This is an optimization exercise on Yosys and OpenROAD, whose aim is small area and a short achievable clock period, not a production implementation.
Function was checked by simulation only, so behaviour that the tests miss may differ from the original.
Power is estimated from default activity; no workload was simulated.

## v33
==> flow/design.v (excerpt) <==
module yuv422_to_rgb
(
    input       wire        clk     ,
    input       wire        cke     ,
    input       wire        yuv_hs  ,
    input       wire        yuv_vs  ,
    input       wire        yuv_de  ,
    input       wire [9 :0] yuv_y   ,
    input       wire [9 :0] yuv_c   ,
    output      wire        rgb_hs  ,
    output      wire        rgb_vs  ,
    output      wire        rgb_de  ,
    output      wire [23:0] rgb_dat
);
wire [7:0] y8 = yuv_y[9:2];
wire [7:0] c8 = yuv_c[9:2];
wire [7:0] y_cl = (y8[7:4] == 4'd0) ? 8'd16 : (y8 > 8'd235) ? 8'd235 : y8;
wire [7:0] c_cl = (c8[7:4] == 4'd0) ? 8'd16 : (c8[7:4] == 4'd15) ? 8'd239 : c8;
reg  [2:0] sy1, sy2, sy3, sy4, sy5, sy6;        
reg  [7:0] y1, c1;                               
reg  [7:0] y2, cbuf;  reg cr;                    
reg  [7:0] y3, p_u, p_v;  reg [12:0] p_25u;      
reg  [6:0] t_l;  reg t_c;  reg [8:0] t_h;        
reg  [9:0] p_l;  reg p_c;  reg [7:0] p_h;
reg  [5:0] m_l;  reg m_c;  reg [6:0] m_h;
reg  [7:0] u4;
reg  [9:0] r_h, g_h, b_h;                        
reg  [2:0] r_c;  reg [3:0] g_c;  reg [1:0] b_c;
reg  [7:0] o_r, o_g, o_b;                        
wire [15:0] tyh;
assign tyh[0] = 16'h0000 >> y3[7:4];
assign tyh[1] = 16'h0000 >> y3[7:4];
assign tyh[2] = 16'h0000 >> y3[7:4];
assign tyh[3] = 16'h0000 >> y3[7:4];
assign tyh[4] = 16'haaaa >> y3[7:4];
assign tyh[5] = 16'hcccc >> y3[7:4];
assign tyh[6] = 16'h5a5a >> y3[7:4];
assign tyh[7] = 16'h936c >> y3[7:4];
assign tyh[8] = 16'hb6da >> y3[7:4];
assign tyh[9] = 16'hdb6c >> y3[7:4];
assign tyh[10] = 16'h1c70 >> y3[7:4];
assign tyh[11] = 16'hb52a >> y3[7:4];
assign tyh[12] = 16'h264c >> y3[7:4];
assign tyh[13] = 16'h3870 >> y3[7:4];
assign tyh[14] = 16'h3f80 >> y3[7:4];
assign tyh[15] = 16'hc000 >> y3[7:4];
wire [11:0] tyl;
assign tyl[0] = 16'haaaa >> y3[3:0];
assign tyl[1] = 16'hcccc >> y3[3:0];
assign tyl[2] = 16'h5a5a >> y3[3:0];
assign tyl[3] = 16'h936c >> y3[3:0];
  ...
For scale: roughly 210 flip-flops, about 52 I/O pins.
clock: 4.5 ns
lec_check: 0
abc_area: 1
cap_margin: 20
core_margin: 2
core_utilization: 40
setup_slack_margin: 1.9
slew_margin: 20
standard.sh (not shown) runs the stock make flow with config.mk's settings and CLKGATE_MAP_FILE= SYNTH_SCRIPT=/design/flow/synth_recipe.tcl, a recipe that flattens the netlist after the stock synthesis.
==> flow/flow/run.sh <==
#!/bin/bash
# Standard ORFS layout (the standard.sh) with changes that do not touch the design:
#  - ports are buffered with buf_1 instead of the default delay-cell choice
#  - CTS: no dummy load cells, chosen clock buffers and sink cluster size
set -o pipefail
export BUFFER_PORTS_ARGS="-buffer_cell sky130_fd_sc_hd__buf_1"
export CTS_ARGS="-sink_clustering_enable -repair_clock_nets -dont_use_dummy_load -buf_list sky130_fd_sc_hd__clkbuf_16 -sink_clustering_size 30 -sink_clustering_max_diameter 150"
bash standard.sh > standard.log 2>&1
Looking at the reports, v33 completed the entire flow and the layout it produced met the timing, design-rule and antenna checks.
diff inputs: v33 => v8
- swapping 1.9 for 1.8 in SETUP_SLACK_MARGIN
==> flow/flow/run.sh <==
#!/bin/bash
# Standard ORFS layout (the standard.sh) with changes that do not touch the design:
#  - ports are buffered with buf_1 instead of the default delay-cell choice
#  - CTS: no dummy load cells, chosen clock buffers and sink cluster size
set -o pipefail
export BUFFER_PORTS_ARGS="-buffer_cell sky130_fd_sc_hd__buf_1"
export CTS_ARGS="-sink_clustering_enable -repair_clock_nets -dont_use_dummy_load -buf_list sky130_fd_sc_hd__clkbuf_8 -sink_clustering_size 16 -sink_clustering_max_diameter 100"
bash standard.sh > standard.log 2>&1
Results
v33 -> v8: met1 usage flat. v8 vs v33 — clock power dropped about 5.6%. v8 reports a lower fraction of layout instances using a drive strength above 1 than v33 does. NOTE design area v33->v8 decreased slightly. v8 ends up with a number of cells upsized or downsized after cts that is 1 lower than in v33. v8: global-route wire length before repair about 0.9% below v33. Largest stage delay on the critical path: v33 and v8 compared, lower one is v33. v8 vs v33: routed wire length on met3 up by more than a quarter. Re peak supply drop: v33 was higher than v8.


## v6
The RTL this note starts from:
==> flow/design.v <==
module yuv422_to_rgb
(
    input       wire        clk     ,
    input       wire        cke     ,
    input       wire        yuv_hs  ,
    input       wire        yuv_vs  ,
    input       wire        yuv_de  ,
    input       wire [9 :0] yuv_y   ,
    input       wire [9 :0] yuv_c   ,
    output      wire        rgb_hs  ,
    output      wire        rgb_vs  ,
    output      wire        rgb_de  ,
    output      wire [23:0] rgb_dat
);
wire [7:0] y8 = yuv_y[9:2];
wire [7:0] c8 = yuv_c[9:2];
wire [7:0] y_cl = (y8[7:4] == 4'd0) ? 8'd16 : (y8 > 8'd235) ? 8'd235 : y8;
wire [7:0] c_cl = (c8[7:4] == 4'd0) ? 8'd16 : (c8[7:4] == 4'd15) ? 8'd239 : c8;
reg        cr;
reg  [7:0] s1_y, cbuf, s2_y, p_u, p_v;
reg [12:0] p_25u;      
reg  [6:0] t_l;  reg t_c;  reg [8:0] t_h;
reg  [9:0] p_l;  reg p_c;  reg [7:0] p_h;
reg  [5:0] m_l;  reg m_c;  reg [6:0] m_h;
reg  [6:0] b_l;  reg b_c;  reg [8:0] b_h;
reg  [9:0] r_h, g_h, b4_h;
reg  [2:0] r_c;  reg [3:0] g_c;  reg [1:0] b4_c;
reg  [7:0] s5_r, s5_g, s5_b, s6_r, s6_g, s6_b;
reg  [2:0] sy1, sy2, sy3, sy4, sy5, sy6;
wire [15:0] tyh;
assign tyh[0] = 16'h0000 >> s2_y[7:4];
assign tyh[1] = 16'h0000 >> s2_y[7:4];
assign tyh[2] = 16'h0000 >> s2_y[7:4];
assign tyh[3] = 16'h0000 >> s2_y[7:4];
assign tyh[4] = 16'haaaa >> s2_y[7:4];
assign tyh[5] = 16'hcccc >> s2_y[7:4];
assign tyh[6] = 16'h5a5a >> s2_y[7:4];
assign tyh[7] = 16'h936c >> s2_y[7:4];
assign tyh[8] = 16'hb6da >> s2_y[7:4];
assign tyh[9] = 16'hdb6c >> s2_y[7:4];
assign tyh[10] = 16'h1c70 >> s2_y[7:4];
assign tyh[11] = 16'hb52a >> s2_y[7:4];
assign tyh[12] = 16'h264c >> s2_y[7:4];
assign tyh[13] = 16'h3870 >> s2_y[7:4];
assign tyh[14] = 16'h3f80 >> s2_y[7:4];
assign tyh[15] = 16'hc000 >> s2_y[7:4];
wire [11:0] tyl;
assign tyl[0] = 16'haaaa >> s2_y[3:0];
assign tyl[1] = 16'hcccc >> s2_y[3:0];
assign tyl[2] = 16'h5a5a >> s2_y[3:0];
assign tyl[3] = 16'h936c >> s2_y[3:0];
assign tyl[4] = 16'hb6da >> s2_y[3:0];
assign tyl[5] = 16'hdb6c >> s2_y[3:0];
assign tyl[6] = 16'h1c70 >> s2_y[3:0];
assign tyl[7] = 16'hb52a >> s2_y[3:0];
assign tyl[8] = 16'h264c >> s2_y[3:0];
assign tyl[9] = 16'h3870 >> s2_y[3:0];
assign tyl[10] = 16'h3f80 >> s2_y[3:0];
assign tyl[11] = 16'hc000 >> s2_y[3:0];
wire [17:0] tph;
assign tph[0] = 16'h0000 >> p_v[7:4];
assign tph[1] = 16'h0000 >> p_v[7:4];
assign tph[2] = 16'h0000 >> p_v[7:4];
assign tph[3] = 16'h0000 >> p_v[7:4];
assign tph[4] = 16'h2aaa >> p_v[7:4];
assign tph[5] = 16'h4ccc >> p_v[7:4];
assign tph[6] = 16'h0f0f >> p_v[7:4];
assign tph[7] = 16'h0ff0 >> p_v[7:4];
assign tph[8] = 16'h5aaa >> p_v[7:4];
assign tph[9] = 16'h3999 >> p_v[7:4];
assign tph[10] = 16'h52d2 >> p_v[7:4];
assign tph[11] = 16'h631c >> p_v[7:4];
assign tph[12] = 16'h294a >> p_v[7:4];
assign tph[13] = 16'h18c6 >> p_v[7:4];
assign tph[14] = 16'h2d6b >> p_v[7:4];
assign tph[15] = 16'h318c >> p_v[7:4];
assign tph[16] = 16'h41f0 >> p_v[7:4];
assign tph[17] = 16'h7e00 >> p_v[7:4];
wire [13:0] tpl;
assign tpl[0] = 16'haaaa >> p_v[3:0];
assign tpl[1] = 16'hcccc >> p_v[3:0];
assign tpl[2] = 16'hf0f0 >> p_v[3:0];
assign tpl[3] = 16'hff00 >> p_v[3:0];
assign tpl[4] = 16'haaaa >> p_v[3:0];
assign tpl[5] = 16'h6666 >> p_v[3:0];
assign tpl[6] = 16'hb4b4 >> p_v[3:0];
assign tpl[7] = 16'hc738 >> p_v[3:0];
assign tpl[8] = 16'had6a >> p_v[3:0];
assign tpl[9] = 16'h9ce6 >> p_v[3:0];
assign tpl[10] = 16'hd6b4 >> p_v[3:0];
assign tpl[11] = 16'he738 >> p_v[3:0];
assign tpl[12] = 16'h07c0 >> p_v[3:0];
assign tpl[13] = 16'hf800 >> p_v[3:0];
wire [7:0]  t_lo = tyh[6:0] + tyl[6:0];
wire [8:0]  t_hi = tyh[15:7] + tyl[11:7];
wire [10:0] p_lo = tph[9:0] + tpl[9:0];
wire [7:0]  p_hi = tph[17:10] + tpl[13:10];
wire [12:0] u25  = {cbuf, 4'b0000} + {cbuf, 3'b000} + cbuf;
wire [6:0]  m_lo = p_v[5:0] + p_25u[5:0];
wire [6:0]  m_hi = p_v[7:6] + p_25u[12:6];
wire [7:0]  b_lo = {1'b0, p_u[7:2]} + {p_u[5:0], 1'b0} + 7'd16;
wire [8:0]  b_hi = {p_u, 1'b0} + p_u[7:6] - 9'd21;
wire [11:0] r_lo = {t_l, 2'b00} + p_l + {p_c, t_c, 9'd0};
wire [9:0]  r_hi = t_h + {p_h, 1'b0};
wire [13:0] g_lo = {t_l, 3'b000} + {4'b0000, ~p_l} + {~m_l, 4'b0000} + {t_c, 10'd0} + {~p_c, 10'd0} + {~m_c, 10'd0} + 14'd2129;
wire [9:0]  ga = {1'b0, t_h};
wire [9:0]  gb = {2'b00, ~p_h};
wire [9:0]  gm = {3'b000, ~m_h};
wire [9:0]  gs1 = ga ^ gb ^ gm;
wire [9:0]  gc1 = {(ga[8:0] & gb[8:0]) | (ga[8:0] & gm[8:0]) | (gb[8:0] & gm[8:0]), 1'b0};
wire [9:0]  gk = 10'd20;
wire [9:0]  gs2 = gs1 ^ gc1 ^ gk;
wire [9:0]  gc2 = {(gs1[8:0] & gc1[8:0]) | (gs1[8:0] & gk[8:0]) | (gc1[8:0] & gk[8:0]), 1'b0};
wire [9:0]  g_hi = gs2 + gc2;
wire [8:0]  b4_lo = t_l + b_l + {b_c, 7'd0} + {t_c, 7'd0};
wire [9:0]  b4_hi = t_h + b_h;
function [7:0] sat;
    input [9:0] z;
    sat = z[9] ? 8'd255 : (z[8] ? z[7:0] : 8'd0);
endfunction
always @(posedge clk) begin
    if (cke) begin
        cr   <= yuv_de & ~cr;
        s1_y <= y_cl;
        if (yuv_de & ~cr) cbuf <= c_cl;
        if (yuv_de &  cr) begin
            p_u <= cbuf;
            p_v <= c_cl;
            p_25u <= u25;
        end
        s2_y <= s1_y;
        t_l <= t_lo[6:0];  t_c <= t_lo[7];   t_h <= t_hi;
        p_l <= p_lo[9:0];  p_c <= p_lo[10];  p_h <= p_hi;
        m_l <= m_lo[5:0];  m_c <= m_lo[6]; m_h <= m_hi;
        b_l <= b_lo[6:0];  b_c <= b_lo[7];   b_h <= b_hi;
        r_h  <= r_hi;   r_c  <= r_lo[11:9];
        g_h  <= g_hi;   g_c  <= g_lo[13:10];
        b4_h <= b4_hi;  b4_c <= b4_lo[8:7];
        s5_r <= sat(r_h + r_c);
        s5_g <= sat(g_h + g_c);
        s5_b <= sat(b4_h + b4_c);
        s6_r <= s5_r; s6_g <= s5_g; s6_b <= s5_b;
        sy1 <= {yuv_hs, yuv_vs, yuv_de};
        sy2 <= sy1; sy3 <= sy2; sy4 <= sy3; sy5 <= sy4; sy6 <= sy5;
    end
end
assign {rgb_hs, rgb_vs, rgb_de} = sy6;
assign rgb_dat = {s6_r, s6_g, s6_b};
endmodule
clock: 4.5 ns
lec_check: 0
abc_area: 1
cap_margin: 20
core_margin: 2
core_utilization: 40
setup_slack_margin: 1.9
slew_margin: 20
==> flow/flow/run.sh <==
#!/bin/bash
# Standard ORFS layout (the standard.sh) with changes that do not touch the design:
#  - ports are buffered with buf_2 instead of the default delay-cell choice
#  - CTS: no dummy load cells, chosen clock buffers and sink cluster size
set -o pipefail
export BUFFER_PORTS_ARGS="-buffer_cell sky130_fd_sc_hd__buf_2"
export CTS_ARGS="-sink_clustering_enable -repair_clock_nets -dont_use_dummy_load -buf_list sky130_fd_sc_hd__clkbuf_8 -sink_clustering_size 16 -sink_clustering_max_diameter 100"
bash standard.sh > standard.log 2>&1
v6 ran to completion and came out clean on the timing, design-rule and antenna checks.
#### Input delta (v7 over v6)
--- a/flow/config.mk
+++ b/flow/config.mk
@@ -12 +12 @@
-export SETUP_SLACK_MARGIN = 1.9
+export SETUP_SLACK_MARGIN = 2.1
Findings:
Of v6 and v7, the run reporting the higher growth of design area from synthesis to finish was v7.
v7 reached the end of the flow, and the finished layout is clean on the timing, design-rule and antenna checks.
No stage failed in v6, and the final checks on the layout all came back clean.
The required time of the worst setup path on v6 is in line with that on v7.
v7 against v6: final RePlAce weighted congestion higher, highest clock frequency the design can meet higher, routed wire length higher, part of the power in combinational logic higher, met2 demand-to-capacity share in global routing higher.
Delta (v7 minus v6): worst hold slack now sits lower; global-route wire length before repair now sits higher; number of global-route vias before repair now sits higher.

==> re-timing with driven ports <==
In the flow no input, the clock included, has a driving cell. The finished layouts below were timed again as built, in two steps.
Step 1 sets driving cells, clkbuf_16 on the clock port and buf_2 on the other inputs (assumed; they add their load-dependent delay and slew).
Step 2 also shifts input and output timing later by t, the mid clock arrival at the registers, as if the neighbouring blocks saw the same clock.
Slacks: ideal / step 1 / step 2; pairs: ideal / step 1.
run	t (ns)	setup WS [ns]	clock arrival spread, ns	worst register clock-pin slew, ns
v33	0.522	1.997 / 1.997 / 1.997	0.025 / 0.025	0.12 / 0.12
v8	0.554	1.911 / 1.911 / 1.911	0.059 / 0.058	0.10 / 0.10
v6	0.554	1.985 / 1.985 / 1.712	0.029 / 0.029	0.11 / 0.11
v7	0.558	2.025 / 2.025 / 1.682	0.043 / 0.043	0.11 / 0.11
After both steps every run listed still meets setup and hold. For v7, which loses most, drivers alone change the setup slack by 0.000 ns; drivers and shift together by -0.343 ns.
